This is an optimization exercise on Yosys and OpenROAD, whose aim is small area, a short achievable clock period and few clock cycles, not a production implementation. The RTL was checked by simulation tests, not by an equivalence proof against the original design.

// matrix_cpu
module matrix_cpu (
    input  wire         clk,
    input  wire         reset,
    input  wire         start,
    output wire         done,
    output wire [3:0]   imem_addr,
    input  wire [26:0]  imem_data,
    output wire [6:0]   mem_rd1_addr,
    input  wire [255:0] mem_rd1_data,
    output wire [6:0]   mem_rd2_addr,
    input  wire [255:0] mem_rd2_data,
    output wire         mem_we,
    output wire [6:0]   mem_waddr,
    output wire [255:0] mem_wdata
);
Size: ~1300 flip-flops, roughly 830 I/O pins, about 110000 µm² of cells after synthesis.
Settings: LEC_CHECK=0, CAP_MARGIN=20, CORE_MARGIN=2, CORE_UTILIZATION=55, SLEW_MARGIN=20; clock period 11.0 ns.
standard.sh (not shown) runs the stock make flow with config.mk's settings and CLKGATE_MAP_FILE= SYNTH_SCRIPT=/design/flow/synth_recipe.tcl, a recipe that flattens the netlist after the stock synthesis.
==> flow/flow/run.sh <==
#!/bin/bash
set -euo pipefail
export SETUP_SLACK_MARGIN=6.5
bash standard.sh > make.log 2>&1
Testbench counts at the start, summed over its fixed seeds: cycles 12,545.
==> next run, changes <==
==> flow/flow/run.sh (replaced) <==
#!/bin/bash
set -euo pipefail
export SETUP_SLACK_MARGIN=6.0
export BUFFER_PORTS_ARGS="-buffer_cell sky130_fd_sc_hd__buf_1"
bash standard.sh > make.log 2>&1
- CAP_MARGIN: 20 -> 10
- CORE_UTILIZATION: 55 -> 50
- CTS_CLUSTER_DIAMETER: unset -> 90
- CTS_CLUSTER_SIZE: unset -> 22
- SLEW_MARGIN: 20 -> 10
Result: The changed run finished with timing, DRC and antenna clean. Cell area goes down by about 10%. Routed wire length goes down by 2.5%. Sequential share of layout area goes up by 2.1 points. Synthesized area is unchanged. Die area goes up by 9.9%. Clock-buffer cell count goes down by 116. Clock skew goes up by 0.017 ns.

matrix_cpu, a different RTL version from the one above (not shown whole).
Size in the first run: about 12000 cells after synthesis, roughly 830 I/O pins, ~110000 sq um of cells after synthesis.
// matrix_cpu
module matrix_cpu (
    input  wire         clk,
    input  wire         reset,
    input  wire         start,
    output wire         done,
    output wire [3:0]   imem_addr,
    input  wire [26:0]  imem_data,
    output wire [6:0]   mem_rd1_addr,
    input  wire [255:0] mem_rd1_data,
    output wire [6:0]   mem_rd2_addr,
    input  wire [255:0] mem_rd2_data,
    output wire         mem_we,
    output wire [6:0]   mem_waddr,
    output wire [255:0] mem_wdata
);
clock: 11.0 ns
lec_check: 0
cap_margin: 20
core_margin: 2
core_utilization: 55
cts_cluster_diameter: 90
cts_cluster_size: 22
slew_margin: 20
==> flow/flow/run.sh <==
#!/bin/bash
set -euo pipefail
export SETUP_SLACK_MARGIN=6.2
export BUFFER_PORTS_ARGS="-buffer_cell sky130_fd_sc_hd__buf_1"
bash standard.sh > make.log 2>&1
Testbench counts at the start, summed over its fixed seeds: cycles 12,545.
==> next run, changes <==
Settings changed: CAP_MARGIN 20 to 10, SLEW_MARGIN 20 to 10.
Effect: Cell count hardly moves; synthesized area does not change; cell area is about the same; wire length hardly moves; utilization hardly moves; hold slack got worse by 0.026 ns; via count hardly moves; count of clock-buffer cells in the layout went up by 6; sequential share of layout area stays flat.

run A:
RTL: one of the versions met above, not the one the previous note started from.
Size in the first run: roughly 12000 cells after synthesis, roughly 0.11 mm² of cells after synthesis.
clock: 11.0 ns
lec_check: 0
cap_margin: 10
core_margin: 2
core_utilization: 55
cts_cluster_diameter: 90
cts_cluster_size: 22
slew_margin: 10
==> flow/flow/run.sh <==
#!/bin/bash
set -euo pipefail
export SETUP_SLACK_MARGIN=6.4
export BUFFER_PORTS_ARGS="-buffer_cell sky130_fd_sc_hd__buf_1"
bash standard.sh > make.log 2>&1
Testbench counts of run A, summed over its fixed seeds: cycles 12,545.
#### Input delta (run B over run A)
--- a/flow/flow/run.sh
+++ b/flow/flow/run.sh
@@ -3 +3 @@
-export SETUP_SLACK_MARGIN=6.4
+export SETUP_SLACK_MARGIN=6.2
Re logic depth of the worst path, buffers included: run A was higher than run B.
Looking at fraction of area in registers, run B sits above run A.
On register-to-register slack, the lower figure sits with run A, not run B.
The following lists how run C was set up differently from run B:
- an added PLACE_DENSITY of 0.7
--- outcome ---
- The hold slack was comparable across run B and run C.
- Going from run B to run C, non-clock buffer count picked up an extra 65, highest achievable clock rate lower, wire length after detailed routing went up by 20000 µm, detailed-routing wirelength on met1 dropped 4200 µm.
- Run C finished all stages; layout check result: FAIL, due to slew limit.
- Compared with run B, run C shows a higher latest clock arrival within the worst-skew pair.
- Run C vs. run B: core utilization went up by 0.92 points.
- Run comparison: run B endpoint of the worst setup timing path zr[148]; run C endpoint of the worst setup timing path zr[154]

static timing again, ports no longer ideal:
The results above use ideal ports. As a check the final layouts listed here were re-extracted and re-timed, cells and wires unchanged. Step 1 sets driving cells, clkbuf_16 on the clock port and buf_2 on the other inputs (assumed; they add their load-dependent delay and slew). Step 2 also shifts input and output timing later by t, the mid clock arrival at the registers, as if the neighbouring blocks saw the same clock. Slacks: no drivers / after step 1 / after step 2; pairs: no drivers / after step 1.
run | shift t [ns] | setup WS [ns] | clock arrival spread, ns | worst slew at a driven data input, ns | cell pins on the clock port's net
the first run of note 1 | 0.968 | 6.155 / 6.155 / 5.478 | 0.033 / 0.033 | 0.17 | 1
the second run of note 1 | 0.913 | 5.932 / 5.966 / 5.092 | 0.057 / 0.057 | 0.19 | 1
the first run of note 2 | 0.895 | 6.183 / 6.102 / 5.376 | 0.043 / 0.043 | 0.15 | 1
the second run of note 2 | 0.900 | 6.074 / 6.094 / 5.245 | 0.052 / 0.052 | 0.15 | 1
run A | 0.901 | 6.085 / 6.085 / 5.447 | 0.048 / 0.048 | 0.22 | 1
run B | 0.889 | 6.128 / 6.192 / 5.303 | 0.059 / 0.059 | 0.21 | 1
run C | 0.901 | 5.907 / 5.983 / 5.082 | 0.063 / 0.063 | 0.11 | 1
For the second run of note 1, which loses most, drivers alone change the setup slack by +0.034 ns; drivers and shift together by -0.840 ns.
